This is an optimization exercise on Yosys and OpenROAD, whose aim is small area, not a production implementation. At most, simulation tests tie the RTL to the original design; equivalence was not proved. Power and IR drop assume default switching activity.

==> inputs of job 5269 <==
Design domaze_logic, start of the top module:
module domaze_logic(iResetn, iClock, switch_up_down, skip_to_hardest,
                    mv_left, mv_vert, mv_right,
                    oX, oY, oColour, oPlot,
                    hundreds, tens, ones, percent,
                    address_title_1, q_title_1,
                    address_title_2, q_title_2,
                    address_frame_1, q_frame_1,
                    address_frame_2, q_frame_2,
                    address_frame_3, q_frame_3,
                    address_frame_4, q_frame_4,
                    address_frame_5, q_frame_5,
                    address_frame_6, q_frame_6,
                    address_frame_7, q_frame_7,
                    address_frame_8, q_frame_8,
                    address_frame_9, q_frame_9,
                    address_frame_10, q_frame_10,
                    address_frame_11, q_frame_11,
                    address_frame_12, q_frame_12,
                    address_frame_13, q_frame_13,
                    address_frame_14, q_frame_14,
                    address_frame_15, q_frame_15,
  ...
export LEC_CHECK = 0
export ABC_AREA = 1
export CAP_MARGIN = 20
export CORE_MARGIN = 2
export CORE_UTILIZATION = 40
export SLEW_MARGIN = 20
create_clock -name core_clock -period 20.0 [get_ports {iClock}]
run.sh (not shown) runs the stock make flow with config.mk's settings and CLKGATE_MAP_FILE= SYNTH_SCRIPT=/design/flow/synth_recipe.tcl, a recipe that flattens the netlist after the stock synthesis.
==> job 4653: changes against job 5269 <==
--- a/flow/design.v
+++ b/flow/design.v
@@ -255,62 +255,55 @@
    end
    always @(posedge iClock) begin
       if (rst | (lvl_init & ~pic[4])) cu <= 6'd0;    
       else if (drawing) cu <= cu + 6'd1;
    end
+   wire t_end = (tcnt == 16'h487D);
+   wire [15:0] t_step = {tcnt[14:0], tcnt[15] ^ tcnt[13] ^ tcnt[12] ^ tcnt[10]};
+   reg pend;
+   reg [2:0] hund_n;
+   reg [3:0] tens_n, ones_n;
+   always @(*) begin
+      hund_n = hund; tens_n = tens; ones_n = ones;
+      if (ones != 4'd0) ones_n = ones - 4'd1;
+      else if (tens != 4'd0) begin tens_n = tens - 4'd1; ones_n = 4'd9; end
+      else if (hund != 3'd0) begin hund_n = hund - 3'd1; tens_n = 4'd9; ones_n = 4'd9; end
+   end
+   wire [10:0] dn = {hund_n, tens_n, ones_n};
+   wire thr1 = (dn == {3'd0, 4'd6, 4'd3}) | (dn == {3'd0, 4'd5, 4'd6}) | (dn == {3'd0, 4'd4, 4'd9}) |
+               (dn == {3'd0, 4'd4, 4'd2}) | (dn == {3'd0, 4'd3, 4'd5}) | (dn == {3'd0, 4'd2, 4'd8}) |
+               (dn == {3'd0, 4'd2, 4'd1}) | (dn == {3'd0, 4'd1, 4'd4}) | (dn == {3'd0, 4'd0, 4'd7}) |
+               (dn == 11'd0);
+   wire thr2 = (dn == {3'd3, 4'd2, 4'd4}) | (dn == {3'd2, 4'd8, 4'd8}) | (dn == {3'd2, 4'd5, 4'd2}) |
+               (dn == {3'd2, 4'd1, 4'd6}) | (dn == {3'd1, 4'd8, 4'd0}) | (dn == {3'd1, 4'd4, 4'd4}) |
+               (dn == {3'd1, 4'd0, 4'd8}) | (dn == {3'd0, 4'd7, 4'd2}) | (dn == {3'd0, 4'd3, 4'd6}) |
+               (dn == 11'd0);
+   wire thr3 = (ones_n == 4'd0) & ((tens_n == 4'd0) | (tens_n == 4'd5));
+   wire thr = l1 ? thr1 : l2 ? thr2 : thr3;
    always @(posedge iClock) begin
       if (rst) begin
-         tcnt <= 16'd49999;
+         tcnt <= 16'hFFFF;
          hund <= 3'd0; tens <= 4'd0; ones <= 4'd0;
          percent <= 10'd0;
+         pend <= 1'b0;
       end else if (lvl_init) begin
-         tcnt <= 16'd49999;
+         tcnt <= 16'hFFFF;
          hund <= (pic == 5'd5) ? 3'd0 : (pic == 5'd10) ? 3'd3 : 3'd5;
          tens <= (pic == 5'd5) ? 4'd7 : (pic == 5'd10) ? 4'd6 : 4'd0;
          ones <= 4'd0;
          percent <= 10'h3ff;
+         pend <= 1'b0;
       end else if (en_timer) begin
-         if (tcnt == 16'd0) begin
-            tcnt <= 16'd49999;
-            if (ones != 4'd0) ones <= ones - 4'd1;
-            else if (tens != 4'd0) begin tens <= tens - 4'd1; ones <= 4'd9; end
-            else if (hund != 3'd0) begin hund <= hund - 3'd1; tens <= 4'd9; ones <= 4'd9; end
-         end else tcnt <= tcnt - 16'd1;
-         if (l1) begin
-            if      (tens == 4'd6 & ones == 4'd3) percent[9] <= 1'b0;
-            else if (tens == 4'd5 & ones == 4'd6) percent[8] <= 1'b0;
-            else if (tens == 4'd4 & ones == 4'd9) percent[7] <= 1'b0;
-            else if (tens == 4'd4 & ones == 4'd2) percent[6] <= 1'b0;
-            else if (tens == 4'd3 & ones == 4'd5) percent[5] <= 1'b0;
-            else if (tens == 4'd2 & ones == 4'd8) percent[4] <= 1'b0;
-            else if (tens == 4'd2 & ones == 4'd1) percent[3] <= 1'b0;
-            else if (tens == 4'd1 & ones == 4'd4) percent[2] <= 1'b0;
-            else if (tens == 4'd0 & ones == 4'd7) percent[1] <= 1'b0;
-            else if (tens == 4'd0 & ones == 4'd0) percent[0] <= 1'b0;
-         end else if (l2) begin
-            if      (hund == 3'd3 & tens == 4'd2 & ones == 4'd4) percent[9] <= 1'b0;
-            else if (hund == 3'd2 & tens == 4'd8 & ones == 4'd8) percent[8] <= 1'b0;
-            else if (hund == 3'd2 & tens == 4'd5 & ones == 4'd2) percent[7] <= 1'b0;
-            else if (hund == 3'd2 & tens == 4'd1 & ones == 4'd6) percent[6] <= 1'b0;
-            else if (hund == 3'd1 & tens == 4'd8 & ones == 4'd0) percent[5] <= 1'b0;
-            else if (hund == 3'd1 & tens == 4'd4 & ones == 4'd4) percent[4] <= 1'b0;
-            else if (hund == 3'd1 & tens == 4'd0 & ones == 4'd8) percent[3] <= 1'b0;
-            else if (hund == 3'd0 & tens == 4'd7 & ones == 4'd2) percent[2] <= 1'b0;
-            else if (hund == 3'd0 & tens == 4'd3 & ones == 4'd6) percent[1] <= 1'b0;
-            else if (hund == 3'd0 & tens == 4'd0 & ones == 4'd0) percent[0] <= 1'b0;
+         if (t_end) begin
+            tcnt <= 16'hFFFF;
+            hund <= hund_n; tens <= tens_n; ones <= ones_n;
+            pend <= thr;
          end else begin
-            if      (hund == 3'd4 & tens == 4'd5 & ones == 4'd0) percent[9] <= 1'b0;
-            else if (hund == 3'd4 & tens == 4'd0 & ones == 4'd0) percent[8] <= 1'b0;
-            else if (hund == 3'd3 & tens == 4'd5 & ones == 4'd0) percent[7] <= 1'b0;
-            else if (hund == 3'd3 & tens == 4'd0 & ones == 4'd0) percent[6] <= 1'b0;
-            else if (hund == 3'd2 & tens == 4'd5 & ones == 4'd0) percent[5] <= 1'b0;
-            else if (hund == 3'd2 & tens == 4'd0 & ones == 4'd0) percent[4] <= 1'b0;
-            else if (hund == 3'd1 & tens == 4'd5 & ones == 4'd0) percent[3] <= 1'b0;
-            else if (hund == 3'd1 & tens == 4'd0 & ones == 4'd0) percent[2] <= 1'b0;
-            else if (hund == 3'd0 & tens == 4'd5 & ones == 4'd0) percent[1] <= 1'b0;
-            else if (hund == 3'd0 & tens == 4'd0 & ones == 4'd0) percent[0] <= 1'b0;
+            tcnt <= t_step;
+            pend <= 1'b0;
          end
+         if (pend) percent <= {1'b0, percent[9:1]};
       end
    end
 endmodule
 module maze_rom(input [1:0] lv, input [5:0] x, input [5:0] y, output w);
    reg t;
==> flow/flow/run.sh (new file) <==
#!/bin/bash
# Layout flow: the standard ORFS flow, with the port buffers made of the
# smallest buffer cell and a clock tree built from small clock buffers.
set -euo pipefail
export BUFFER_PORTS_ARGS="-buffer_cell sky130_fd_sc_hd__buf_1"
export CTS_ARGS="-sink_clustering_enable -repair_clock_nets -dont_use_dummy_load -buf_list sky130_fd_sc_hd__clkbuf_4 -root_buf sky130_fd_sc_hd__clkbuf_8 -sink_clustering_size 10 -sink_clustering_max_diameter 40"
bash standard.sh finish > standard_flow.log 2>&1
==> flow/standard.sh (new file) <==
#!/bin/bash
# synth_recipe.tcl (not shown) runs the flow's synth.tcl, then flattens the netlist and writes it again
# the make line also repeats each setting of config.mk as NAME=value (left out here)
make -C /OpenROAD-flow-scripts/flow DESIGN_CONFIG=/design/flow/config.mk WORK_HOME=/design/flow/orfs CLKGATE_MAP_FILE= SYNTH_SCRIPT=/design/flow/synth_recipe.tcl "${@:-finish}"
Settings changed: ABC_AREA 1 to default.
removed: flow/run.sh
==> comparison <==
- Between job 4653 and job 5269, the lower cell count is in job 4653 (gap about 20%, measured against job 5269).
- Between job 4653 and job 5269, the lower final area is in job 4653 (gap about 18%, measured against job 5269).
- Non-clock buffer count: job 4653 is higher than job 5269 (16).
- Between job 4653 and job 5269, the lower count of clock-buffer cells in the layout is in job 5269 (gap 6).
- Against job 4653, the clock power of job 5269 is larger by 100%.
No functional check of the RTL was part of job 4653.

==> separate check: timing with driven ports <==
The results above use ideal ports. As a check the final layouts listed here were re-extracted and re-timed, cells and wires unchanged. Step 1: set_driving_cell puts a clkbuf_16 on iClock and a buf_2 on each other input, an assumption about the parent block. Step 2 also shifts input and output timing later by t, the mid clock arrival at the registers, as if the neighbouring blocks saw the same clock. Slacks: ideal / step 1 / step 2; pairs: ideal / step 1.
run	t, ns	setup WS [ns]	worst register clock-pin slew, ns	pins driven straight from the clock port
job 5269	0.630	11.846 / 11.785 / 12.415	0.07 / 0.07	1
job 4653	0.666	12.345 / 12.295 / 12.895	0.11 / 0.11	1
After both steps every run listed still meets setup and hold.
